Source: an optimization exercise on an open RTL-to-GDS flow (aim: small area). Production flows keep margins and buffers that such runs may drop. The RTL was checked by simulation tests, not by an equivalence proof against the original design. Power figures rest on the tool's default switching activity, not on a simulated workload.

==> flow/design.v <==
module NewDatabusArbiter_v2 (
    sys_clk,
    data_in,  
    valid,
    porb,
    por_pulseb,
    timeoutb,
    eep_loadb,
    en_rail_rail,
    eeprom_cache,
    data_out,
    read_eep,
    pgm_eep,
    cache_out,
    p2s_en,
    reg0_ldb,
    reg1_ldb,
    reg2_ldb,
    reg3_ldb,
    eep_cycleb,
    eep_clrb
);
input wire sys_clk;
input wire [29:0] data_in;
input wire valid;
input wire porb;
input wire por_pulseb;
input wire timeoutb;
input wire eep_loadb;
input wire en_rail_rail;
input wire [63:0] eeprom_cache;
output reg [15:0] data_out;
output wire read_eep;
output wire pgm_eep;
output wire [63:0] cache_out;
output wire p2s_en;
output wire reg0_ldb;
output wire reg1_ldb;
output wire reg2_ldb;
output wire reg3_ldb;
output wire eep_cycleb;
output reg eep_clrb;
wire int_rstb = porb & por_pulseb & timeoutb;
localparam [2:0] T_INV  = 3'd0,    
                 T_NONE = 3'd1,    
                 T_WR   = 3'd2,    
                 T_ID   = 3'd3,    
                 T_RR   = 3'd4,    
                 T_RE   = 3'd5,    
                 T_PG   = 3'd6,    
                 T_SEL  = 3'd7;    
wire [3:0] in_mode = data_in[21:18];
wire [2:0] in_sel  = data_in[4:2];
reg [2:0] t_nxt;
always @* begin
    if (!valid)
        t_nxt = T_INV;
    else if (in_mode[3])
        t_nxt = T_NONE;
    else if (!in_mode[2])
        t_nxt = T_WR;
    else case (in_mode[1:0])
        2'd0: t_nxt = T_ID;
        2'd1: t_nxt = in_sel[2] ? T_RE : T_RR;
        2'd2: t_nxt = T_PG;
        default: t_nxt = (in_sel[2:1] == 2'b00) ? T_SEL : T_NONE;
    endcase
end
reg [2:0] cmd_t;
reg [1:0] cmd_k;
always @(posedge sys_clk, negedge int_rstb) begin
    if (!int_rstb)
        cmd_t <= T_INV;
    else
        cmd_t <= t_nxt;
end
always @(posedge sys_clk) begin
    cmd_k <= in_mode[2] ? in_sel[1:0] : in_mode[1:0];
end
wire c_inv = (cmd_t == T_INV);
wire c_wr  = (cmd_t == T_WR);
wire c_id  = (cmd_t == T_ID);
wire c_rr  = (cmd_t == T_RR);
wire c_re  = (cmd_t == T_RE);
wire c_pg  = (cmd_t == T_PG);
wire c_se  = (cmd_t == T_SEL) & ~cmd_k[0];
wire c_sr  = (cmd_t == T_SEL) &  cmd_k[0];
reg wr, id, rr, re, se, sr;
reg pg_p, pg_q;      
reg [1:0] addr;      
reg [2:0] fxn;       
always @(posedge sys_clk, negedge int_rstb) begin
    if (!int_rstb) begin
        wr <= 1'b0; id <= 1'b0; rr <= 1'b0; re <= 1'b0; se <= 1'b0; sr <= 1'b0;
        pg_p <= 1'b0; pg_q <= 1'b0;
    end else if (c_inv) begin
        wr <= 1'b0; id <= 1'b0; rr <= 1'b0; re <= 1'b0; se <= 1'b0; sr <= 1'b0;
        pg_p <= 1'b0; pg_q <= 1'b0;
    end else begin
        if (c_wr) wr <= 1'b1;
        if (c_id) id <= 1'b1;
        if (c_rr) rr <= 1'b1;
        if (c_re) re <= 1'b1;
        if (c_se) se <= 1'b1;
        if (c_sr) sr <= 1'b1;
        if (c_pg) begin
            pg_p <= pg_p | en_rail_rail;
            pg_q <= ~en_rail_rail | (pg_p & pg_q);
        end
    end
end
always @(posedge sys_clk) begin
    addr <= cmd_k;
    if (c_rr | c_re)
        fxn <= {c_re, cmd_k};
end
assign p2s_en     = id | rr | re;
assign read_eep   = re | se;
assign eep_cycleb = ~(pg_p | pg_q);
assign pgm_eep    = pg_p & pg_q;
always @(posedge sys_clk) begin
    eep_clrb <= ~pgm_eep & porb;
end
reg wff;
wire wstrobe = wr & ~wff;
reg [15:0] reg0, reg1, reg2, reg3;
assign cache_out = {reg3, reg2, reg1, reg0};
always @(posedge sys_clk, negedge porb) begin
    if (!porb) begin
        reg0 <= 16'd0;
        reg1 <= 16'd0;
        reg2 <= 16'd0;
        reg3 <= 16'd0;
    end else if (wstrobe) begin
        case (addr)
            2'd0: reg0 <= data_in[17:2];
            2'd1: reg1 <= data_in[17:2];
            2'd2: reg2 <= data_in[17:2];
            default: reg3 <= data_in[17:2];
        endcase
    end
end
reg       es_s, rs_s;
reg [1:0] es_i, rs_i;
reg       last_reg;      
wire e_go = se | es_s;
wire r_go = sr | rs_s;
wire e_on = es_s ^ (es_i == 2'd0);    
wire r_on = rs_s ^ (rs_i == 2'd0);
wire [15:0] eep_w0 = eeprom_cache[15:0];
wire [15:0] eep_w1 = eeprom_cache[31:16];
wire [15:0] eep_w2 = eeprom_cache[47:32];
wire [15:0] eep_w3 = eeprom_cache[63:48];
function [15:0] pick4;
    input [1:0] k;
    input [15:0] a0, a1, a2, a3;
    case (k)
        2'd0: pick4 = a0;
        2'd1: pick4 = a1;
        2'd2: pick4 = a2;
        default: pick4 = a3;
    endcase
endfunction
wire st_id  = ~wstrobe & id;
wire st_rr  = ~wstrobe & ~id & rr;
wire st_re  = ~wstrobe & ~id & ~rr & re;
wire st_seq = ~wstrobe & ~id & ~rr & ~re & ~(pg_p | pg_q);
wire st_e   = st_seq & e_go;
wire st_r   = st_seq & ~e_go & r_go;
wire st_idl = st_seq & ~e_go & ~r_go;
wire       rd_reg = (st_rr & ~fxn[2]) | (st_r & r_on);
wire       rd_eep = st_re | (st_e & e_on);
wire [1:0] rd_k   = (st_rr | st_re) ? fxn[1:0] : (st_e ? es_i : rs_i);
wire [3:0] rd_dec = {rd_k == 2'd3, rd_k == 2'd2, rd_k == 2'd1, rd_k == 2'd0};
wire [3:0] sel_r  = rd_dec & {4{rd_reg}};
wire [3:0] sel_e  = rd_dec & {4{rd_eep}};
wire [15:0] d_nxt = ({16{wstrobe}} & data_out)
                  | ({16{st_id}} & 16'hF001)
                  | ({16{sel_r[0]}} & reg0) | ({16{sel_r[1]}} & reg1)
                  | ({16{sel_r[2]}} & reg2) | ({16{sel_r[3]}} & reg3)
                  | ({16{sel_e[0]}} & eep_w0) | ({16{sel_e[1]}} & eep_w1)
                  | ({16{sel_e[2]}} & eep_w2) | ({16{sel_e[3]}} & eep_w3);
always @(posedge sys_clk, negedge int_rstb) begin
    if (!int_rstb) begin
        wff <= 1'b0;
        es_s <= 1'b0; es_i <= 2'd0;
        rs_s <= 1'b0; rs_i <= 2'd0;
        data_out <= 16'd0;
    end else begin
        data_out <= d_nxt;
        if (wstrobe)
            wff <= 1'b1;
        else if (st_idl)
            wff <= wr;
        if (st_e) begin
            es_s <= e_on;
            es_i <= es_s ? es_i + 2'd1 : 2'd1;
        end else if (st_idl) begin
            es_s <= 1'b0; es_i <= 2'd0;
        end
        if (st_r) begin
            rs_s <= r_on;
            rs_i <= rs_s ? rs_i + 2'd1 : 2'd1;
        end else if (st_idl) begin
            rs_s <= 1'b0; rs_i <= 2'd0;
        end
    end
end
always @(posedge sys_clk) begin
    if (st_e)
        last_reg <= 1'b0;
    else if (st_r)
        last_reg <= 1'b1;
end
wire       ld_s = last_reg ? rs_s : es_s;
wire [1:0] ld_i = last_reg ? rs_i : es_i;
assign reg0_ldb = ld_s & (ld_i == 2'd1);
assign reg1_ldb = ld_s & (ld_i == 2'd2);
assign reg2_ldb = ld_s & (ld_i == 2'd3);
assign reg3_ldb = ld_s & (ld_i == 2'd0);
endmodule
export LEC_CHECK = 0
export CAP_MARGIN = 10
export CORE_MARGIN = 2
export CORE_UTILIZATION = 45
export GPL_TIMING_DRIVEN = 0
export SLEW_MARGIN = 10
create_clock -name core_clock -period 5.0 [get_ports {sys_clk}]
standard.sh (not shown) runs the stock make flow with config.mk's settings and CLKGATE_MAP_FILE= SYNTH_SCRIPT=/design/flow/synth_recipe.tcl, a recipe that flattens the netlist after the stock synthesis.
==> flow/flow/run.sh <==
#!/bin/bash
# Layout flow: the standard ORFS flow with two changes.
#  1. Synthesis is ORFS's own synthesis script (synth_recipe.tcl), but ABC maps the
#     combinational logic with an area-oriented script (flow/abc_map.script) in place
#     of ORFS's speed script. Registers are mapped before ABC runs, so they are the
#     same cells with the same names as in the standard synthesis.
#  2. Port buffers are sky130_fd_sc_hd__buf_1 (buffer_ports -buffer_cell).
#  3. Clock tree synthesis inserts no dummy loads (-dont_use_dummy_load).
# Each tool's output goes to a log file in the work folder, and ORFS keeps its own
# per-step logs under orfs/logs.
set -euo pipefail
W=$(pwd)

# A copy of ORFS's scripts folder whose only difference is the ABC script.
rm -rf "$W/scripts_area"
mkdir -p "$W/scripts_area"
cp -a "$FLOW_HOME/scripts/." "$W/scripts_area/"
cp "$W/flow/abc_map.script" "$W/scripts_area/abc_speed.script"

bash "$W/standard.sh" SCRIPTS_DIR="$W/scripts_area" synth > "$W/synth.log" 2>&1
bash "$W/standard.sh" \
  "BUFFER_PORTS_ARGS=-buffer_cell sky130_fd_sc_hd__buf_1" \
  "CTS_ARGS=-sink_clustering_enable -repair_clock_nets -buf_list sky130_fd_sc_hd__clkbuf_8 -dont_use_dummy_load" \
  finish > "$W/layout.log" 2>&1
==> flow/flow/abc_map.script <==
strash
dch -f
amap -A 10 -F 3
Next try:
--- a/flow/config.mk
+++ b/flow/config.mk
@@ -8 +8 @@
-export CAP_MARGIN = 10
+export CAP_MARGIN = 5
@@ -10,3 +10,3 @@
-export CORE_UTILIZATION = 45
-export GPL_TIMING_DRIVEN = 0
-export SLEW_MARGIN = 10
+export CORE_UTILIZATION = 55
+export CTS_BUF_LIST = sky130_fd_sc_hd__clkbuf_8
+export SLEW_MARGIN = 5
Outcome:
- The new run completed with no timing, DRC or antenna violations
- cell count is lower by about 4%
- design area is lower by 2.6%
- die area is lower by about 18%
- worst setup slack gains 0.35 ns
- via count is higher by 2.6%
- wire length is lower by 7.0%
- register-to-register slack gains 0.35 ns
- combinational power is about the same
- first-iteration DRC count is lower by 1.4%
- synthesized area is unchanged

-- afterwards: timing with drivers on the ports --
The flow's constraints put no driver on any port. The routed layouts listed below were extracted and timed again, unchanged, in two steps.
Step 1 assumes that a clkbuf_16 drives the clock port and a buf_2 every other input.
Step 2 also shifts input and output timing later by t, the mid clock arrival at the registers, as if the neighbouring blocks saw the same clock.
a / b / c = ideal / step 1 / step 2; a / b = the first two.
run	shift t [ns]	slack for setup (ns)	clock arrival spread, ns	worst data-port slew with drivers (ns)
the first run	0.389	0.902 / 0.902 / 0.902	0.022 / 0.022	0.06
the second run	0.380	1.256 / 1.256 / 1.256	0.029 / 0.029	0.05
After both steps setup and hold are still met in every run listed.
